Context: an optimization exercise on an open-source flow, tuned for small area and a short achievable clock period. The choices shown serve that exercise and are no tape-out recipe.
Only the layout flow was run in this run; the RTL was not checked for function there.
Power is estimated from default activity; no workload was simulated.

===== flow/config.mk =====
export PLATFORM = sky130hd
export DESIGN_NAME = multiplier
export DESIGN_NICKNAME = multiplier
export VERILOG_FILES = /design/flow/design.v
export SDC_FILE = /design/flow/constraint.sdc
export NUM_CORES = 4
export LEC_CHECK = 0
export CAP_MARGIN = 20
export CORE_MARGIN = 2
export CORE_UTILIZATION = 40
export SLEW_MARGIN = 20

===== flow/standard.sh =====
#!/bin/bash
# synth_recipe.tcl (not shown) runs the flow's synth.tcl, then flattens the netlist and writes it again
# the make line also repeats each setting of config.mk as NAME=value (left out here)
make -C /OpenROAD-flow-scripts/flow DESIGN_CONFIG=/design/flow/config.mk WORK_HOME=/design/flow/orfs CLKGATE_MAP_FILE= SYNTH_SCRIPT=/design/flow/synth_recipe.tcl "${@:-finish}"

===== flow/flow/run.sh =====
#!/bin/bash
# The standard layout (standard.sh), with these settings changed:
# - the port buffers are plain buf_1 cells instead of the default delay buffer,
# - full-adder cells and the clkdlybuf4s* delay buffers join the platform's
#   don't-use list (half adders stay), so the synthesis builds sums and
#   carries from plain gates and the resizer sizes ports with plain buffers,
# - the resizer's timing repair aims for 9.3 ns of setup slack (the SDC and the
#   clock period are unchanged),
# - the clock tree is built from clkbuf_4 and clkbuf_8 cells, without the
#   dummy load cells CTS adds by default.
# Every tool's output goes to standard.log in this folder.
set -o pipefail
export BUFFER_PORTS_ARGS="-buffer_cell sky130_fd_sc_hd__buf_1"
export SETUP_SLACK_MARGIN=9.3
DU="sky130_fd_sc_hd__probe_p_8 sky130_fd_sc_hd__probec_p_8 sky130_fd_sc_hd__lpflow_bleeder_1 sky130_fd_sc_hd__lpflow_clkbufkapwr_1 sky130_fd_sc_hd__lpflow_clkbufkapwr_16 sky130_fd_sc_hd__lpflow_clkbufkapwr_2 sky130_fd_sc_hd__lpflow_clkbufkapwr_4 sky130_fd_sc_hd__lpflow_clkbufkapwr_8 sky130_fd_sc_hd__lpflow_clkinvkapwr_1 sky130_fd_sc_hd__lpflow_clkinvkapwr_16 sky130_fd_sc_hd__lpflow_clkinvkapwr_2 sky130_fd_sc_hd__lpflow_clkinvkapwr_4 sky130_fd_sc_hd__lpflow_clkinvkapwr_8 sky130_fd_sc_hd__lpflow_decapkapwr_12 sky130_fd_sc_hd__lpflow_decapkapwr_3 sky130_fd_sc_hd__lpflow_decapkapwr_4 sky130_fd_sc_hd__lpflow_decapkapwr_6 sky130_fd_sc_hd__lpflow_decapkapwr_8 sky130_fd_sc_hd__lpflow_inputiso0n_1 sky130_fd_sc_hd__lpflow_inputiso0p_1 sky130_fd_sc_hd__lpflow_inputiso1n_1 sky130_fd_sc_hd__lpflow_inputiso1p_1 sky130_fd_sc_hd__lpflow_inputisolatch_1 sky130_fd_sc_hd__lpflow_isobufsrc_1 sky130_fd_sc_hd__lpflow_isobufsrc_16 sky130_fd_sc_hd__lpflow_isobufsrc_2 sky130_fd_sc_hd__lpflow_isobufsrc_4 sky130_fd_sc_hd__lpflow_isobufsrc_8 sky130_fd_sc_hd__lpflow_isobufsrckapwr_16 sky130_fd_sc_hd__lpflow_lsbuf_lh_hl_isowell_tap_1 sky130_fd_sc_hd__lpflow_lsbuf_lh_hl_isowell_tap_2 sky130_fd_sc_hd__lpflow_lsbuf_lh_hl_isowell_tap_4 sky130_fd_sc_hd__lpflow_lsbuf_lh_isowell_4 sky130_fd_sc_hd__lpflow_lsbuf_lh_isowell_tap_1 sky130_fd_sc_hd__lpflow_lsbuf_lh_isowell_tap_2 sky130_fd_sc_hd__lpflow_lsbuf_lh_isowell_tap_4 sky130_fd_sc_hd__fa_1 sky130_fd_sc_hd__fa_2 sky130_fd_sc_hd__fa_4 sky130_fd_sc_hd__clkdlybuf4s15_1 sky130_fd_sc_hd__clkdlybuf4s15_2 sky130_fd_sc_hd__clkdlybuf4s18_1 sky130_fd_sc_hd__clkdlybuf4s18_2 sky130_fd_sc_hd__clkdlybuf4s25_1 sky130_fd_sc_hd__clkdlybuf4s25_2 sky130_fd_sc_hd__clkdlybuf4s50_1 sky130_fd_sc_hd__clkdlybuf4s50_2"
bash standard.sh "DONT_USE_CELLS=$DU" "CTS_ARGS=-sink_clustering_enable -repair_clock_nets -dont_use_dummy_load -buf_list {sky130_fd_sc_hd__clkbuf_4 sky130_fd_sc_hd__clkbuf_8}" finish > standard.log 2>&1

===== flow/constraint.sdc =====
create_clock -name core_clock -period 13.0 [get_ports {Clk}]
set_input_delay 2.6000 -clock core_clock [delete_from_list [all_inputs] [get_ports {Clk}]]
set_output_delay 2.6000 -clock core_clock [all_outputs]
set_load 0.01 [all_outputs]

===== flow/design.v =====
module multiplier (
    output Ready,
    output Valid,
    output [31:0] R,
    input [15:0] X,
    input [15:0] Y,
    input Clk,
    input Rst
);
    reg [3:0] cnt;
    always @(posedge Clk or negedge Rst) begin
        if (!Rst)
            cnt <= 4'd8;
        else if (cnt == 4'd0)
            cnt <= 4'd8;
        else
            cnt <= cnt - 4'd1;
    end
    reg ready_r, first_r;
    reg [3:0] vq_n;
    always @(posedge Clk) begin
        ready_r <= (cnt == 4'd8);
        first_r <= cnt[3] & (cnt[2:0] != 3'd1);   
        vq_n[0] <= (cnt != 4'd0);
        vq_n[1] <= cnt[3] ? (cnt[2:0] != 3'd2) : (cnt[2:0] != 3'd0);
        vq_n[2] <= cnt[3] ? (cnt[2:0] != 3'd3) : (cnt[2:0] != 3'd0);
        vq_n[3] <= cnt[3] ? (cnt[2:0] != 3'd4) : (cnt[2:0] != 3'd0);
    end
    wire first = first_r;
    genvar i;
    reg [15:0] xr;
    always @(posedge Clk)
        xr <= X;
    wire t0 = Y[1] & Y[0];
    reg [1:0] tsel;
    always @(*) begin
        case (cnt[2:0])
            3'd7: tsel = Y[3:2];
            3'd6: tsel = Y[5:4];
            3'd5: tsel = Y[7:6];
            3'd4: tsel = Y[9:8];
            3'd3: tsel = Y[11:10];
            3'd2: tsel = Y[13:12];
            default: tsel = Y[15:14];
        endcase
    end
    reg one_r, two_r, neg_r;
    wire [2:0] trip = {tsel, first ? t0 : neg_r};
    always @(posedge Clk) begin
        one_r <= trip[1] ^ trip[0];
        two_r <= (trip[2] & ~trip[1] & ~trip[0]) | (~trip[2] & trip[1] & trip[0]);
        neg_r <= trip[2];
    end
    wire sel1 = first & Y[0] & ~Y[1];
    wire sel2 = first & Y[1] & ~Y[0];
    wire seln = first & t0;
    wire [16:0] p0 = ({17{sel1}} & {X[15], X}) | ({17{sel2}} & {X, 1'b0}) | ({17{seln}} & ~{X[15], X});
    wire [1:0] low0 = {(sel1 & X[1]) | (sel2 & X[0]) | (seln & (X[1] ^ X[0])),
                       first & Y[0] & X[0]};
    wire cy0 = seln & ~X[1] & ~X[0];
    wire [16:0] pp = (({17{one_r}} & {xr[15], xr}) | ({17{two_r}} & {xr, 1'b0})) ^ {17{neg_r}};
    reg [15:0] acc_n;
    reg [15:0] lo_n;
    reg pend;                       
    wire [15:0] acc = ~acc_n;
    wire [15:0] q1, q2, q3, q4;     
    generate for (i = 0; i < 16; i = i + 1) begin : g_pa
        assign q1[i] = (i % 2 == 1) ? acc[i] & acc[i-1] : acc[i];
        assign q2[i] = (i % 4 >= 2) ? q1[i] & q1[(i/4)*4+1] : q1[i];
        assign q3[i] = (i % 8 >= 4) ? q2[i] & q2[(i/8)*8+3] : q2[i];
        assign q4[i] = (i >= 8) ? q3[i] & q3[7] : q3[i];
    end endgenerate
    wire [15:0] ic = {q4[14:0] & {15{pend}}, pend};
    wire [15:0] a = acc ^ ic;
    wire [17:0] ea = {a[15], a[15], a};
    wire [17:0] eb = {pp[16], pp};
    wire [17:0] g0 = ea & eb;
    wire [17:0] p = ea ^ eb;
    wire [17:0] g = {g0[17:1], g0[0] | (p[0] & neg_r)};
    wire [8:0] g2, p2;
    generate for (i = 0; i < 9; i = i + 1) begin : l1
        assign g2[i] = g[2*i+1] | (p[2*i+1] & g[2*i]);
        assign p2[i] = p[2*i+1] & p[2*i];
    end endgenerate
    wire [3:0] g4, p4;
    generate for (i = 0; i < 4; i = i + 1) begin : l2
        assign g4[i] = g2[2*i+1] | (p2[2*i+1] & g2[2*i]);
        assign p4[i] = p2[2*i+1] & p2[2*i];
    end endgenerate
    wire [1:0] g8, p8;
    generate for (i = 0; i < 2; i = i + 1) begin : l3
        assign g8[i] = g4[2*i+1] | (p4[2*i+1] & g4[2*i]);
        assign p8[i] = p4[2*i+1] & p4[2*i];
    end endgenerate
    wire g16 = g8[1] | (p8[1] & g8[0]);
    wire [17:0] C;
    assign C[0] = g[0];
    assign C[1] = g2[0];
    assign C[2] = g[2] | (p[2] & C[1]);
    assign C[3] = g4[0];
    assign C[4] = g[4] | (p[4] & C[3]);
    assign C[5] = g2[2] | (p2[2] & C[3]);
    assign C[6] = g[6] | (p[6] & C[5]);
    assign C[7] = g8[0];
    assign C[8] = g[8] | (p[8] & C[7]);
    assign C[9] = g2[4] | (p2[4] & C[7]);
    assign C[10] = g[10] | (p[10] & C[9]);
    assign C[11] = g4[2] | (p4[2] & C[7]);
    assign C[12] = g[12] | (p[12] & C[11]);
    assign C[13] = g2[6] | (p2[6] & C[11]);
    assign C[14] = g[14] | (p[14] & C[13]);
    assign C[15] = g16;
    assign C[16] = g[16] | (p[16] & C[15]);
    assign C[17] = g2[8] | (p2[8] & C[15]);
    wire [17:0] s = p ^ {C[16:0], neg_r};
    wire [17:0] nxt = ({18{~first}} & s) | {p0[16], p0};
    wire [1:0] nlo = ({2{~first}} & s[1:0]) | low0;
    always @(posedge Clk) begin
        acc_n <= ~nxt[17:2];
        lo_n <= {~nlo, lo_n[15:2]};
        pend <= cy0;
    end
    assign Ready = ready_r;
    assign Valid = ~vq_n[0];
    assign R = ~({{8{vq_n[3]}}, {8{vq_n[2]}}, {8{vq_n[1]}}, {8{vq_n[0]}}} | {acc_n, lo_n});
endmodule

==> impl_metrics.yaml <==
yosys:
  yosysSeqAreaShare_pct: 37.6
  synth-compound-area-share_pct: 17.3
  avgSynthCellArea_um2: 9.16
  async_reset_ff_share_pct: 6.45
  ys_ff_latch: 62
  syn_nets: 429
  synth-simple-area-share_pct: 15.7
  synth_xor_area_share_pct: 13.8
  synthCells: 367
  synth_area_mm2: 0.00336
  synthAdderAreaFrac_pct: 10.4
  yosys-mux-area-fraction_pct: 1.60
  synth-main-ff-cell: "dfxtp_1"
  synth-edff-count: 0
  synth_top_family_by_area: "compound AO/OA/AOI/OAI gates"
  synth_cell_types: 50
  yosysWarningCount: 1
setup_path:
  crit_fanout: 6
  crit_type: "flop to output pin"
  cpLargestDelayFamily: "flip-flops"
  path_buf_inv: 1
  slowest_delay_ns: 0.50
  required_ns: 10.40
  cp-end-kind: "output pin"
  slowest_stage: "dfxtp_1"
  worstPathCellList: "nor2_1 > buf_1"
  startpoint_type: "flop"
  crit_arrival_ns: 1.03
timing:
  worst_pin_slew_ns: 0.700
  relSlewSlack_pct: 52.9
  tns_ns: 0
  setup_viol: 0
  fmax_mhz: 275
  grt_setup_unrepaired: "no"
  min_period_ns: 3.63
  finalMaxSlewViolations: 0
  final_hold_viol_count: 0
  post-route-period-util_pct: 28.0
  skew_ns: 0.0215
grt:
  grt_util_all_layers_pct: 16.9
  antenna_found_initial: 0
  grt_max_degree: 23
  grt_pass1_wl_mm: 11.8
  gr-total-overflow: 0
  grt_pass1_vias: 2498
run_status:
  run_status: "timing/DRC/antenna clean"
route:
  antenna_left: 0
  drtPass1Iterations: 4
  vias_per_cell: 5.18
  via_count: 2748
  totalWireLength_mm: 7.45
  drtIter0Drc: 126
  routedWlPerCell_um: 14.1
  post-route-drc-count: 0
power:
  power_density_mw_per_mm2: 185
  p_leak_nw: 1.56
  ir_drop_mv: 0.0712
placed_design:
  io_buffers: 67
  dpl.hpwl_mm: 5.63
  gp_congestion: 0.790
  dpl.cell_count: 519
floorplanning:
  ios: 68
  coreArea_mm2: 0.00818
  die_y_um: 95.7
  design.die.area_mm2: 0.00915
  start_util_pct: 41.1
  die_w_um: 95.7
  placementRows: 33
layout:
  drive_gt1_share_pct: 7.53
  diodes: 0
  fin_nets: 489
  final_cell_count_no_fill: 530
  syn_to_final_growth_pct: 13.6
clocking:
  cts-root-buf: "clkbuf_8"
  clock_latency_ns: 0.34
  cts_hold_buf: 0
  cts_tree: "yes"
  clock_sinks: 62
  clk_pin_slew_ns: 0.07
  cts-buffers-inserted: 9
  htreeDepth: 3
  cts.path.max_buffers: 2
min_path:
  holdCritPathClass: "flop to flop"
job:
  drv_cap: 0
-- layout make-up --
class                      instances  area [µm²]
multi-input combinational        275        1990
tap                              105         131
fill                             838        4360
inverter                          10        37.5
timing repair buffer              69         269
sequential                        62        1270
clock buffer                       9         124
-- kinds of logic (layout without fill, tap and decap cells) --
family          count (synthesis)  in the layout
flops                          62             62
xor+xnor                       53             53
buf+inv                        30             88
simple gates                  103            103
compound gates                 86             86
fa+ha+maj                      28             28
mux                             5              5
-- flip-flops by register name, indices dropped and copies added, names as in the netlist, 4 cells and up --
signal,flops
cnt,4
vq_n,4
xr,16
lo_n,16
acc_n,16
-- through the flow --
step	hold WS [ns]	power, W	util, %	cell area [µm²]	worst slack (ns)
after floorplan	0.331	0.000517	-	3360	9.32
after global placement	0.334	0.000582	44.8	3660	8.23
after detailed placement	0.337	0.000587	44.8	3660	8.25
after CTS	0.341	0.000713	46.4	3800	9.31
after global routing	0.351	0.000773	46.7	3820	9.31
final	0.347	0.000705	46.7	3820	9.37
-- worst register-to-register path, delay by kind of cell (launching register included) --
| kind | cells | cell delay, ns |
|---|---|---|
| adder cells (fa/ha/maj) | 3 | 0.71 |
| AO/OA/AOI/OAI | 6 | 1.16 |
| AND/OR/NAND/NOR | 2 | 0.59 |
| flip-flops | 1 | 0.56 |
| XOR/XNOR | 2 | 0.28 |
-- per-layer routing --
layer | global-route usage (%) | part of all wire, % | up-vias
met1 | 23.1 | 47 | 1278
met5 | 0 | 0 | -
met4 | 6.07 | 1.0 | 0
li1 | - | - | 1403
met3 | 3.95 | 5.2 | 7
met2 | 25.9 | 47 | 60
-- synth_stat cells, types with 5 or more instances --
cell / number / area [µm²]
xor2_1: 24 / 210
ha_1: 28 / 350
buf_2: 6 / 30.0
inv_1: 9 / 33.8
dfxtp_1: 58 / 1160
a22o_1: 6 / 52.6
nor2_1: 62 / 233
clkbuf_1: 14 / 52.6
a221o_1: 7 / 70.1
nor4_1: 5 / 31.3
a22oi_1: 17 / 128
a21oi_1: 22 / 110
o21ai_0: 15 / 75.1
nand2_1: 11 / 41.3
xnor2_1: 29 / 254
-- final timing paths --
check	startpoint	to	slack [ns]	cells after the start
setup reg to reg	two_r$_DFF_P_	acc_n[13]$_DFF_P_	9.58	13
hold / removal	lo_n[7]$_DFF_P_	lo_n[5]$_DFF_P_	0.35	0
min in group asynchronous	Rst	cnt[2]$_DFF_PN0_	2.08	1
setup / recovery	acc_n[10]$_DFF_P_	R[26]	9.37	2
hold reg to reg	lo_n[7]$_DFF_P_	lo_n[5]$_DFF_P_	0.35	0
max in group asynchronous	Rst	cnt[3]$_DFF_PN1_	10.67	1
-- what timing repair did --
| item | 4_1_cts | 5_1_grt |
|---|---|---|
| pin swaps | 0 | 1 |
| setup buffers | 0 | 2 |
| setup endpoints to repair | 18 | 25 |
| gates resized for setup | 5 | 5 |
-- report_power, final --
group	leakage [nW]	switching (W)	internal (W)	total (W)
Clock	0.0647	0.0000615	0.0000614	0.000123
Combinational	0.971	0.000143	0.000137	0.000281
Sequential	0.528	0.0000530	0.000249	0.000302
-- placed cells by master (no fill, tap or decap), types with 2 or more instances in the layout --
cell type | Yosys | routed
buf_1 | 0 | 66
nor2_1 | 62 | 62
dfxtp_1 | 58 | 52
xnor2_1 | 29 | 29
ha_1 | 28 | 28
xor2_1 | 24 | 24
a21oi_1 | 22 | 22
a22oi_1 | 17 | 17
o21ai_0 | 15 | 15
nand2_1 | 11 | 11
inv_1 | 9 | 9
clkbuf_8 | 0 | 9
a221o_1 | 7 | 7
a22o_1 | 6 | 6
dfxtp_2 | 0 | 6
nor4_1 | 5 | 5
mux2_2 | 3 | 3
nor2b_1 | 4 | 3
a31oi_1 | 3 | 3
o21a_1 | 3 | 3
or2_2 | 3 | 3
dfrtp_1 | 3 | 3
o31a_1 | 2 | 2
o211ai_1 | 2 | 2
a21o_1 | 2 | 2
and3_1 | 2 | 2
a311oi_1 | 2 | 2
mux2i_1 | 2 | 2
buf_2 | 6 | 2

re-timing with driven ports:
The flow's constraints put no driver on any port. The routed layout listed below was extracted and timed again, unchanged, in two steps. Step 1 (the two cells are an assumption about what drives the block):
set clk [get_ports {Clk}]
set_driving_cell -lib_cell sky130_fd_sc_hd__clkbuf_16 $clk
set_driving_cell -lib_cell sky130_fd_sc_hd__buf_2 [delete_from_list [all_inputs] $clk]
Step 2 times the ports against the registers' clock, not the clock port: input delays grow and output delays shrink by t, the midpoint of the rising clock arrivals with the driver on. a / b / c = ideal ports / drivers / drivers and shift; a / b = the first two.
t, ns: 0.354
setup slack, ns: 9.365 / 9.335 / 9.107
clock arrival spread, ns: 0.021 / 0.021
worst data-port slew with drivers (ns): 0.03
After both steps setup and hold are still met in this run. The setup slack of this run moves by -0.030 ns with the drivers and by -0.258 ns with both steps.
